From an optimization exercise on the open Yosys and OpenROAD flow, aimed at small area and a short achievable clock period; shortcuts taken in it are not production practice.
Only simulation tests tie the RTL to the original design; equivalence was not proved.
Power figures rest on the tool's default switching activity, not on a simulated workload.

==> inputs of v22 <==
Design exe_muldiv, start of the top module:
module exe_muldiv
(
    input logic         clk, rst,
    input logic         wb_do_branch,
    input logic         ix_mul_valid,
    input logic[4:0]    ix_mul_rd,
    input logic[31:0]   ix_mul_rs1,
    input logic[31:0]   ix_mul_rs2,
    input logic[1:0]    ix_mul_op,
    input logic         ix_div_valid,
    input logic[4:0]    ix_div_rd,
    input logic[31:0]   ix_div_rs1,
    input logic[31:0]   ix_div_rs2,
    input logic[1:0]    ix_div_op,
    output logic        mul_valid,
    output logic[4:0]   mul_rd,
    output logic[31:0]  mul_result,
    output logic        div_valid,
    output logic[4:0]   div_rd,
    output logic[31:0]  div_result
);
    exe_mul mul(
        .clk(clk), .rst(rst), .wb_do_branch(wb_do_branch),
        .ix_mul_valid(ix_mul_valid), .ix_mul_rd(ix_mul_rd),
        .ix_mul_rs1(ix_mul_rs1), .ix_mul_rs2(ix_mul_rs2), .ix_mul_op(ix_mul_op),
        .mul_valid(mul_valid), .mul_rd(mul_rd), .mul_result(mul_result));
    exe_div div(
        .clk(clk), .rst(rst), .wb_do_branch(wb_do_branch),
        .ix_div_valid(ix_div_valid), .ix_div_rd(ix_div_rd),
        .ix_div_rs1(ix_div_rs1), .ix_div_rs2(ix_div_rs2), .ix_div_op(ix_div_op),
        .div_valid(div_valid), .div_rd(div_rd), .div_result(div_result));
endmodule
==> flow/config.mk <==
export PLATFORM = sky130hd
export DESIGN_NAME = exe_muldiv
export DESIGN_NICKNAME = exe_muldiv
export VERILOG_FILES = /design/flow/design.v
export SDC_FILE = /design/flow/constraint.sdc
export NUM_CORES = 4
export LEC_CHECK = 0
export ABC_AREA = 1
export CAP_MARGIN = 20
export CORE_MARGIN = 2
export CORE_UTILIZATION = 40
export SETUP_SLACK_MARGIN = 5
export SLEW_MARGIN = 20
==> flow/constraint.sdc <==
create_clock -name core_clock -period 9.5 [get_ports {clk}]
set_input_delay 1.9000 -clock core_clock [delete_from_list [all_inputs] [get_ports {clk}]]
set_output_delay 1.9000 -clock core_clock [all_outputs]
set_load 0.01 [all_outputs]
run.sh (not shown) runs the stock make flow with config.mk's settings and CLKGATE_MAP_FILE= SYNTH_SCRIPT=/design/flow/synth_recipe.tcl, a recipe that flattens the netlist after the stock synthesis.
==> v37: changes against v22 <==
==> flow/flow/run.sh (new file) <==
#!/bin/bash
# The standard layout (the standard.sh, all steps), with one change to
# synthesis: no full/half-adder cell extraction (ADDER_MAP_FILE empty), so
# that ABC maps the adders into plain gates. Registers are unchanged.
set -euo pipefail
export ADDER_MAP_FILE=
bash standard.sh > standard.log 2>&1
==> flow/standard.sh (new file) <==
#!/bin/bash
# synth_recipe.tcl (not shown) runs the flow's synth.tcl, then flattens the netlist and writes it again
# the make line also repeats each setting of config.mk as NAME=value (left out here)
make -C /OpenROAD-flow-scripts/flow DESIGN_CONFIG=/design/flow/config.mk WORK_HOME=/design/flow/orfs CLKGATE_MAP_FILE= SYNTH_SCRIPT=/design/flow/synth_recipe.tcl "${@:-finish}"
removed: flow/run.sh
==> summary of the runs <==
- In v37 the clock skew is lower than in v22, by 1.7 ps.
- Count of clock-buffer cells in the layout: v37 is higher than v22 (10).
- Of v37 and v22, v22 has the higher utilization (gap 0.78 points).
- Area after synthesis: v37 is higher than v22 (0.27%).
- Against v22, the routed wire length of v37 is larger by about 5%.
- Between v37 and v22, the lower critical path depth is in v37 (gap 10).
==> figures <==
quantity                                                                      v37                      v22
First-pass GRT wire length                                              543000 um                517000 um
Number of non-filler instances in the completed layout                      20530                    17896
Outcome                                                            finished clean           finished clean
Switching power share of the total                                          0.478                    0.458
Launch point of the worst reg-to-reg path               mul.s1_one_reg[2]$_DFF_P_  div.rn3_reg[21]$_DFF_P_
Post-route setup slack                                                    5080 ps                  4990 ps
# resized after CTS                                                           121                      284
Routed WL per cell                                                        17.6 um                  19.3 um
Tightest slew margin relative to the limit                                  0.235                   0.0389
Sequential share of cell area                                               0.271                    0.266
Syn_area_per_cell                                                       6.18 um^2                7.35 um^2
Seq power                                                                 8.68 mW                  8.71 mW
Routed wire length on met3                                               29500 um                 27100 um
Endpoint of the lowest-slack register-to-register path   mul.s2_t_reg[72]$_DFF_P_  div.rn4_reg[30]$_DFF_P_

========
==> v33 <==
exe_muldiv, a different RTL version from the one above (not shown whole).
export LEC_CHECK = 0
export ABC_AREA = 1
export CAP_MARGIN = 20
export CORE_MARGIN = 2
export CORE_UTILIZATION = 40
export SETUP_SLACK_MARGIN = 5
export SLEW_MARGIN = 20
create_clock -name core_clock -period 9.5 [get_ports {clk}]
Stock flow here: none of the scripts above is used.
==> v23 (differences from v33) <==
Settings changed: CORE_UTILIZATION 40 to 50.
==> v13 (differences from v33) <==
Settings changed: CTS_CLUSTER_DIAMETER set to 100, CTS_CLUSTER_SIZE set to 30.
==> v25 (differences from v33) <==
Settings changed: CORE_UTILIZATION 40 to 50, CTS_CLUSTER_DIAMETER set to 100, CTS_CLUSTER_SIZE set to 30.
==> comparison table <==
Status: v33 complete, no violations; v23 complete, no violations; v25 complete, no violations; v13 complete, no violations
Worst slew margin: v33 22.5%; v23 13.3%; v25 18.9%; v13 21.6%
GP Congestion: v33 0.946; v23 0.929; v25 0.929; v13 0.946
Chip height: v33 484 um; v23 433 um; v25 433 um; v13 484 um
Final core utilization: v33 46.0%; v23 57.0%; v25 55.1%; v13 44.4%
Layout Cells excl Fill: v33 15332; v23 14756; v25 14551; v13 15130
Switching component of the power: v33 13.3 mW; v23 13.3 mW; v25 12.8 mW; v13 12.8 mW
Grt met1 use: v33 27.8%; v23 35.7%; v25 35.4%; v13 27.7%
Total power: v33 31.3 mW; v23 31.1 mW; v25 28.0 mW; v13 28.3 mW
Post CTS Setup Buffer Count: v33 16; v23 14; v25 14; v13 19
Cells after DPL: v33 14898; v23 14324; v25 14324; v13 14898
Vias post-DR: v33 79316; v23 79473; v25 78586; v13 78492
Achievable frequency: v33 227 MHz; v23 221 MHz; v25 223 MHz; v13 228 MHz
Filler cell count in the final layout: v33 22252; v23 16980; v25 17347; v13 22520
Portion of total power attributed to combinational logic: v33 47.4%; v23 48.0%; v25 53.2%; v13 52.4%
Tap cell count: v33 3026; v23 2464; v25 2464; v13 3026
Initial antenna violation count: v33 29; v23 10; v25 13; v13 26
Worst vdd ir: v33 0.000263 V; v23 0.000323 V; v25 0.000244 V; v13 0.000262 V
Total stage count of the critical path: v33 11; v23 8; v25 10; v13 10

[separate check: timing with driven ports]
No port has a modelled driver above. Below, the same layouts with a new extraction and two added sets of constraints.
Step 1 assumes that a clkbuf_16 drives the clock port and a buf_2 every other input.
Step 2 adds t to the input delays and takes it off the output delays; t is the mean of the earliest and latest rising clock arrival at the registers after step 1. Input paths then give back, and output paths get back, about the clock's delay inside the block.
Slacks: no drivers / after step 1 / after step 2; pairs: no drivers / after step 1.
run	t (ns)	setup WS [ns]	hold slack, ns
v22	0.930	4.987 / 4.987 / 4.987	0.281 / 0.281 / 0.281
v37	0.933	5.084 / 5.084 / 4.422	0.301 / 0.301 / 0.301
v33	0.927	5.091 / 5.091 / 4.426	0.237 / 0.237 / 0.237
v23	0.899	4.965 / 4.965 / 4.344	0.298 / 0.298 / 0.298
v13	0.835	5.106 / 5.106 / 4.435	0.324 / 0.324 / 0.324
v25	0.849	5.012 / 5.012 / 4.477	0.319 / 0.319 / 0.319
After both steps setup and hold are still met in every run listed. The setup slack of v13, which loses most, moves by 0.000 ns with the drivers and by -0.671 ns with both steps.
